This design comes from an exercise in tuning for small area and a short achievable clock period on the open sky130 flow, not from production work. RTL that was checked went through simulation tests only; none was proved equivalent to the original. Power is estimated from default activity; no workload was simulated.

==> inputs of v37 <==
Design Power_Spec_Cal, start of the top module:
module Power_Spec_Cal(
           input wire clk,
           input wire rst,
           input wire dv,
           input wire [9:0] xk_index,
           input wire [24:0] fft_data_out_re,
           input wire [24:0] fft_data_out_im,
           output reg [49:0] Power_Spec,
           output reg data_valid,
           output reg dv_FFT
       );
clock: 8.0 ns
lec_check: 0
cap_margin: 20
core_margin: 2
core_utilization: 40
place_density: 0.6
slew_margin: 20
synth_hierarchical: 1
synth_minimum_keep_size: 0
standard.sh (not shown) runs the stock make flow with config.mk's settings and CLKGATE_MAP_FILE= SYNTH_SCRIPT=/design/flow/synth_recipe.tcl, a recipe that flattens the netlist after the stock synthesis.
==> flow/flow/run.sh <==
#!/bin/bash
set -euo pipefail
MARGIN=$(cat flow/margin.txt)
PORTBUF=$(cat flow/port_buffer.txt)
bash standard.sh "SETUP_SLACK_MARGIN=$MARGIN" "BUFFER_PORTS_ARGS=-buffer_cell $PORTBUF" finish > standard_flow.log 2>&1
==> flow/flow/margin.txt <==
5.3
==> flow/flow/port_buffer.txt <==
sky130_fd_sc_hd__buf_2
==> inputs of v5, as changes to v37 <==
--- a/flow/design.v
+++ b/flow/design.v
@@ -1858,36 +1858,50 @@
 wire w2995, w2996;
 fa uw2995 (.a(w2092), .b(w2625), .c(w2629), .s(w2995), .co(w2996));
 wire w2999, w3000;
 fa uw2999 (.a(w2101), .b(w2637), .c(w2640), .s(w2999), .co(w3000));
 wire w3003, w3004;
 fa uw3003 (.a(w1300), .b(w2104), .c(w2641), .s(w3003), .co(w3004));
-wire w3235, w3236;
-hai uw3235 (.a(r2[59]), .b(r2[60]), .s(w3235), .co(w3236));
-wire w3239, w3240;
-hai uw3239 (.a(r2[66]), .b(r2[67]), .s(w3239), .co(w3240));
-wire w3243, w3244;
-hai uw3243 (.a(r2[72]), .b(r2[73]), .s(w3243), .co(w3244));
+wire w3235;
+g_xnor2 uw3235 (.a(r2[59]), .b(r2[60]), .y(w3235));
+wire w3236;
+g_or2 uw3236 (.a(r2[59]), .b(r2[60]), .y(w3236));
+wire w3239;
+g_xnor2 uw3239 (.a(r2[66]), .b(r2[67]), .y(w3239));
+wire w3240;
+g_or2 uw3240 (.a(r2[66]), .b(r2[67]), .y(w3240));
+wire w3243;
+g_xnor2 uw3243 (.a(r2[72]), .b(r2[73]), .y(w3243));
+wire w3244;
+g_or2 uw3244 (.a(r2[72]), .b(r2[73]), .y(w3244));
 wire w3247, w3248;
 fa uw3247 (.a(r2[78]), .b(r2[79]), .c(r2[80]), .s(w3247), .co(w3248));
-wire w3251, w3252;
-hai uw3251 (.a(r2[81]), .b(r2[82]), .s(w3251), .co(w3252));
+wire w3251;
+g_xnor2 uw3251 (.a(r2[81]), .b(r2[82]), .y(w3251));
+wire w3252;
+g_or2 uw3252 (.a(r2[81]), .b(r2[82]), .y(w3252));
 wire w3255, w3256;
 fa uw3255 (.a(r2[86]), .b(r2[87]), .c(r2[88]), .s(w3255), .co(w3256));
-wire w3259, w3260;
-hai uw3259 (.a(r2[89]), .b(r2[90]), .s(w3259), .co(w3260));
+wire w3259;
+g_xnor2 uw3259 (.a(r2[89]), .b(r2[90]), .y(w3259));
+wire w3260;
+g_or2 uw3260 (.a(r2[89]), .b(r2[90]), .y(w3260));
 wire w3263, w3264;
 fa uw3263 (.a(r2[93]), .b(r2[94]), .c(r2[95]), .s(w3263), .co(w3264));
-wire w3267, w3268;
-hai uw3267 (.a(r2[96]), .b(r2[97]), .s(w3267), .co(w3268));
+wire w3267;
+g_xnor2 uw3267 (.a(r2[96]), .b(r2[97]), .y(w3267));
+wire w3268;
+g_or2 uw3268 (.a(r2[96]), .b(r2[97]), .y(w3268));
 wire w3271, w3272;
 fa uw3271 (.a(r2[100]), .b(r2[101]), .c(r2[102]), .s(w3271), .co(w3272));
 wire w3275, w3276;
 fa uw3275 (.a(r2[103]), .b(r2[104]), .c(r2[105]), .s(w3275), .co(w3276));
-wire w3279, w3280;
-hai uw3279 (.a(r2[106]), .b(r2[107]), .s(w3279), .co(w3280));
+wire w3279;
+g_xnor2 uw3279 (.a(r2[106]), .b(r2[107]), .y(w3279));
+wire w3280;
+g_or2 uw3280 (.a(r2[106]), .b(r2[107]), .y(w3280));
 wire w3283, w3284;
 fa uw3283 (.a(r2[109]), .b(r2[110]), .c(r2[111]), .s(w3283), .co(w3284));
 wire w3287, w3288;
 fa uw3287 (.a(r2[112]), .b(r2[113]), .c(r2[114]), .s(w3287), .co(w3288));
 wire w3291, w3292;
 fa uw3291 (.a(r2[116]), .b(r2[117]), .c(r2[118]), .s(w3291), .co(w3292));
@@ -1908,34 +1922,48 @@
 wire w3323, w3324;
 fa uw3323 (.a(r2[148]), .b(r2[149]), .c(r2[150]), .s(w3323), .co(w3324));
 wire w3327, w3328;
 fa uw3327 (.a(r2[154]), .b(r2[155]), .c(r2[156]), .s(w3327), .co(w3328));
 wire w3331, w3332;
 fa uw3331 (.a(r2[161]), .b(r2[162]), .c(r2[163]), .s(w3331), .co(w3332));
-wire w3335, w3336;
-hai uw3335 (.a(r2[25]), .b(r2[26]), .s(w3335), .co(w3336));
-wire w3339, w3340;
-hai uw3339 (.a(r2[30]), .b(r2[31]), .s(w3339), .co(w3340));
-wire w3343, w3344;
-hai uw3343 (.a(r2[34]), .b(r2[35]), .s(w3343), .co(w3344));
+wire w3335;
+g_xnor2 uw3335 (.a(r2[25]), .b(r2[26]), .y(w3335));
+wire w3336;
+g_or2 uw3336 (.a(r2[25]), .b(r2[26]), .y(w3336));
+wire w3339;
+g_xnor2 uw3339 (.a(r2[30]), .b(r2[31]), .y(w3339));
+wire w3340;
+g_or2 uw3340 (.a(r2[30]), .b(r2[31]), .y(w3340));
+wire w3343;
+g_xnor2 uw3343 (.a(r2[34]), .b(r2[35]), .y(w3343));
+wire w3344;
+g_or2 uw3344 (.a(r2[34]), .b(r2[35]), .y(w3344));
 wire w3347, w3348;
 fa uw3347 (.a(r2[38]), .b(r2[39]), .c(r2[40]), .s(w3347), .co(w3348));
-wire w3351, w3352;
-hai uw3351 (.a(r2[41]), .b(r2[42]), .s(w3351), .co(w3352));
+wire w3351;
+g_xnor2 uw3351 (.a(r2[41]), .b(r2[42]), .y(w3351));
+wire w3352;
+g_or2 uw3352 (.a(r2[41]), .b(r2[42]), .y(w3352));
 wire w3355, w3356;
 fa uw3355 (.a(r2[44]), .b(r2[45]), .c(r2[46]), .s(w3355), .co(w3356));
-wire w3359, w3360;
-hai uw3359 (.a(r2[47]), .b(r2[48]), .s(w3359), .co(w3360));
+wire w3359;
+g_xnor2 uw3359 (.a(r2[47]), .b(r2[48]), .y(w3359));
+wire w3360;
+g_or2 uw3360 (.a(r2[47]), .b(r2[48]), .y(w3360));
 wire w3363, w3364;
 fa uw3363 (.a(r2[49]), .b(r2[50]), .c(r2[51]), .s(w3363), .co(w3364));
-wire w3367, w3368;
-hai uw3367 (.a(r2[52]), .b(r2[53]), .s(w3367), .co(w3368));
+wire w3367;
+g_xnor2 uw3367 (.a(r2[52]), .b(r2[53]), .y(w3367));
+wire w3368;
+g_or2 uw3368 (.a(r2[52]), .b(r2[53]), .y(w3368));
 wire w3371, w3372;
 fa uw3371 (.a(r2[54]), .b(r2[55]), .c(r2[56]), .s(w3371), .co(w3372));
-wire w3375, w3376;
-hai uw3375 (.a(r2[57]), .b(r2[58]), .s(w3375), .co(w3376));
+wire w3375;
+g_xnor2 uw3375 (.a(r2[57]), .b(r2[58]), .y(w3375));
+wire w3376;
+g_or2 uw3376 (.a(r2[57]), .b(r2[58]), .y(w3376));
 wire w3379, w3380;
 fa uw3379 (.a(r2[61]), .b(r2[62]), .c(r2[63]), .s(w3379), .co(w3380));
 wire w3383, w3384;
 fa uw3383 (.a(r2[64]), .b(r2[65]), .c(w3235), .s(w3383), .co(w3384));
 wire w3387, w3388;
 fa uw3387 (.a(r2[68]), .b(r2[69]), .c(r2[70]), .s(w3387), .co(w3388));
@@ -2010,18 +2038,24 @@
 wire w3527, w3528;
 fa uw3527 (.a(r2[189]), .b(r2[190]), .c(r2[191]), .s(w3527), .co(w3528));
 wire w3531, w3532;
 fa uw3531 (.a(r2[194]), .b(r2[195]), .c(r2[196]), .s(w3531), .co(w3532));
 wire w3535, w3536;
 fa uw3535 (.a(r2[199]), .b(r2[200]), .c(r2[201]), .s(w3535), .co(w3536));
-wire w3539, w3540;
-hai uw3539 (.a(r2[15]), .b(r2[16]), .s(w3539), .co(w3540));
-wire w3543, w3544;
-hai uw3543 (.a(r2[19]), .b(r2[20]), .s(w3543), .co(w3544));
-wire w3547, w3548;
-hai uw3547 (.a(r2[22]), .b(r2[23]), .s(w3547), .co(w3548));
+wire w3539;
+g_xnor2 uw3539 (.a(r2[15]), .b(r2[16]), .y(w3539));
+wire w3540;
+g_or2 uw3540 (.a(r2[15]), .b(r2[16]), .y(w3540));
+wire w3543;
+g_xnor2 uw3543 (.a(r2[19]), .b(r2[20]), .y(w3543));
+wire w3544;
+g_or2 uw3544 (.a(r2[19]), .b(r2[20]), .y(w3544));
+wire w3547;
+g_xnor2 uw3547 (.a(r2[22]), .b(r2[23]), .y(w3547));
+wire w3548;
+g_or2 uw3548 (.a(r2[22]), .b(r2[23]), .y(w3548));
 wire w3551, w3552;
 fa uw3551 (.a(r2[27]), .b(r2[28]), .c(r2[29]), .s(w3551), .co(w3552));
 wire w3555, w3556;
 fa uw3555 (.a(r2[32]), .b(r2[33]), .c(w3336), .s(w3555), .co(w3556));
 wire w3559, w3560;
 fa uw3559 (.a(r2[36]), .b(r2[37]), .c(w3340), .s(w3559), .co(w3560));
@@ -2080,20 +2114,28 @@
 wire w3667, w3668;
 fa uw3667 (.a(r2[204]), .b(r2[205]), .c(r2[206]), .s(w3667), .co(w3668));
 wire w3671, w3672;
 fa uw3671 (.a(r2[207]), .b(r2[208]), .c(r2[209]), .s(w3671), .co(w3672));
 wire w3675, w3676;
 fa uw3675 (.a(r2[211]), .b(r2[212]), .c(r2[213]), .s(w3675), .co(w3676));
-wire w3679, w3680;
-hai uw3679 (.a(r2[6]), .b(r2[7]), .s(w3679), .co(w3680));
-wire w3683, w3684;
-hai uw3683 (.a(r2[9]), .b(r2[10]), .s(w3683), .co(w3684));
-wire w3687, w3688;
-hai uw3687 (.a(r2[11]), .b(r2[12]), .s(w3687), .co(w3688));
-wire w3691, w3692;
-hai uw3691 (.a(r2[13]), .b(r2[14]), .s(w3691), .co(w3692));
+wire w3679;
+g_xnor2 uw3679 (.a(r2[6]), .b(r2[7]), .y(w3679));
+wire w3680;
+g_or2 uw3680 (.a(r2[6]), .b(r2[7]), .y(w3680));
+wire w3683;
+g_xnor2 uw3683 (.a(r2[9]), .b(r2[10]), .y(w3683));
+wire w3684;
+g_or2 uw3684 (.a(r2[9]), .b(r2[10]), .y(w3684));
+wire w3687;
+g_xnor2 uw3687 (.a(r2[11]), .b(r2[12]), .y(w3687));
+wire w3688;
+g_or2 uw3688 (.a(r2[11]), .b(r2[12]), .y(w3688));
+wire w3691;
+g_xnor2 uw3691 (.a(r2[13]), .b(r2[14]), .y(w3691));
+wire w3692;
+g_or2 uw3692 (.a(r2[13]), .b(r2[14]), .y(w3692));
 wire w3695, w3696;
 fa uw3695 (.a(r2[17]), .b(r2[18]), .c(w3539), .s(w3695), .co(w3696));
 wire w3699, w3700;
 fa uw3699 (.a(r2[21]), .b(w3540), .c(w3543), .s(w3699), .co(w3700));
 wire w3703, w3704;
 fa uw3703 (.a(r2[24]), .b(w3544), .c(w3547), .s(w3703), .co(w3704));
@@ -2181,6 +2223,12 @@
 assign co = a | b;
 endmodule
 module ha (input wire a, input wire b, output wire s, output wire co);
 assign s = a ^ b;
 assign co = a & b;
 endmodule
+module g_or2 (input wire a, input wire b, output wire y);
+assign y = a | b;
+endmodule
+module g_xnor2 (input wire a, input wire b, output wire y);
+assign y = ~(a ^ b);
+endmodule
CTS_CLUSTER_DIAMETER = 120   (was default)
CTS_CLUSTER_SIZE = 25   (was default)
==> inputs of v38, as changes to v37 <==
--- a/flow/design.v
+++ b/flow/design.v
@@ -2166,14 +2166,13 @@
 wire w3839, w3840;
 fa uw3839 (.a(r2[217]), .b(r2[218]), .c(r2[219]), .s(w3839), .co(w3840));
 wire w3843, w3844;
 fa uw3843 (.a(r2[220]), .b(r2[221]), .c(r2[222]), .s(w3843), .co(w3844));
 wire [49:0] add_a = {r3[94], r3[92], r3[90], r3[88], r3[86], r3[84], r3[82], r3[80], r3[78], r3[76], r3[74], r3[72], r3[70], r3[68], r3[66], r3[64], r3[62], r3[60], r3[58], r3[56], r3[54], r3[52], r3[50], r3[48], r3[46], r3[44], r3[42], r3[40], r3[38], r3[36], r3[34], r3[32], r3[30], r3[28], r3[26], r3[24], r3[22], r3[20], r3[18], r3[16], r3[14], r3[12], r3[10], r3[8], r3[6], r3[5], r3[4], r3[2], 1'b1, r3[0]};
 wire [49:0] add_b = {r3[95], r3[93], r3[91], r3[89], r3[87], r3[85], r3[83], r3[81], r3[79], r3[77], r3[75], r3[73], r3[71], r3[69], r3[67], r3[65], r3[63], r3[61], r3[59], r3[57], r3[55], r3[53], r3[51], r3[49], r3[47], r3[45], r3[43], r3[41], r3[39], r3[37], r3[35], r3[33], r3[31], r3[29], r3[27], r3[25], r3[23], r3[21], r3[19], r3[17], r3[15], r3[13], r3[11], r3[9], r3[7], 1'b1, 1'b1, r3[3], 1'b1, r3[1]};
-wire [50:0] add_t = {add_a, 1'b1} + {add_b, 1'b1};
-wire [49:0] add_y = ~add_t[50:1];
+wire [49:0] add_y = ~(add_a + add_b + 50'd1);
 endmodule
 module fa (input wire a, input wire b, input wire c, output wire s, output wire co);
 assign s = a ^ b ^ c;
 assign co = (a & b) | (a & c) | (b & c);
 endmodule
 module hai (input wire a, input wire b, output wire s, output wire co);
==> flow/run.sh (new file) <==
#!/bin/bash
# synth_recipe.tcl (not shown) runs the flow's synth.tcl, then flattens the netlist and writes it again
# the make line also repeats each setting of config.mk as NAME=value (left out here)
make -C /OpenROAD-flow-scripts/flow DESIGN_CONFIG=/design/flow/config.mk WORK_HOME=/design/flow/orfs CLKGATE_MAP_FILE= SYNTH_SCRIPT=/design/flow/synth_recipe.tcl finish
removed: flow/flow/run.sh
removed: flow/flow/margin.txt
removed: flow/flow/port_buffer.txt
removed: flow/standard.sh
==> qor summary <==
Initial core utilization: v5 0.406; v38 0.404; v37 0.404
Wire length on met1: v5 29.5 mm; v38 29.2 mm; v37 28.9 mm
Capture point of the critical path: v5 p4[46]$_DFF_P_; v38 p4[45]$_DFF_P_; v37 p4[46]$_DFF_P_
Hold path startpoint: v5 p4[38]$_DFF_P_; v38 p5[28]$_DFF_P_; v37 r2[8]$_DFF_P_
Placement Setup Slack: v5 4760 ps; v38 4590 ps; v37 4770 ps
Inverters, non-clock: v5 66; v38 150; v37 150
Required time reported for the critical path endpoint: v5 8470 ps; v38 8500 ps; v37 8500 ps
Die Outline Area: v5 0.0707 mm2; v38 0.0713 mm2; v37 0.0713 mm2
Number of iterations in the first detailed-routing pass: v5 6; v38 5; v37 13
Wire length reported by the detailed router: v5 74.6 mm; v38 74.7 mm; v37 74.8 mm
Clock network fraction of total power: v5 0.121; v38 0.212; v37 0.214
Share of synthesized area spent on multiplexers: v5 0.000365; v38 0.000362; v37 0.000362
Run status: v5 no timing/DRC/antenna violations; v38 no timing/DRC/antenna violations; v37 no timing/DRC/antenna violations
Maximum fanout along the worst path: v5 5; v38 8; v37 5
Library cells used by synthesis: v5 53; v38 52; v37 52
Signal arrival time at the worst endpoint: v5 3280 ps; v38 3910 ps; v37 3340 ps
Postcts setup bufs: v5 10; v38 0; v37 14
Met2 wire length: v5 34.5 mm; v38 34.7 mm; v37 34.9 mm
Min-Delay Endpoint: v5 p5[38]$_DFF_P_; v38 Power_Spec[28]$_DFF_P_; v37 r3[6]$_DFF_P_
For v37 and v5, only the layout was checked, not whether the RTL still works.

## what the ideal ports hide
The results above use ideal ports. As a check the final layouts listed here were re-extracted and re-timed, cells and wires unchanged.
Step 1, drivers: a clkbuf_16 drives clk and a buf_2 each remaining input, both assumed.
Step 2 moves the port delays by t, midway between the first and last clock arrival at a register: inputs arrive t later, outputs are due t later. That takes back most of the time a late clock gives input paths.
a / b / c = ideal ports / drivers / drivers and shift; a / b = the first two.
| run | t (ns) | slack for setup (ns) | worst setup path at the end | worst slew at a driven data input, ns | cell pins on the clock port's net |
|---|---|---|---|---|---|
| v37 | 0.684 | 5.159 / 5.159 / 5.159 | register to register | 0.04 | 1 |
| v5 | 0.649 | 5.191 / 5.191 / 5.191 | register to register | 0.04 | 1 |
| v38 | 0.669 | 4.587 / 4.587 / 4.587 | register to register | 0.04 | 1 |
After both steps every run listed still meets setup and hold.
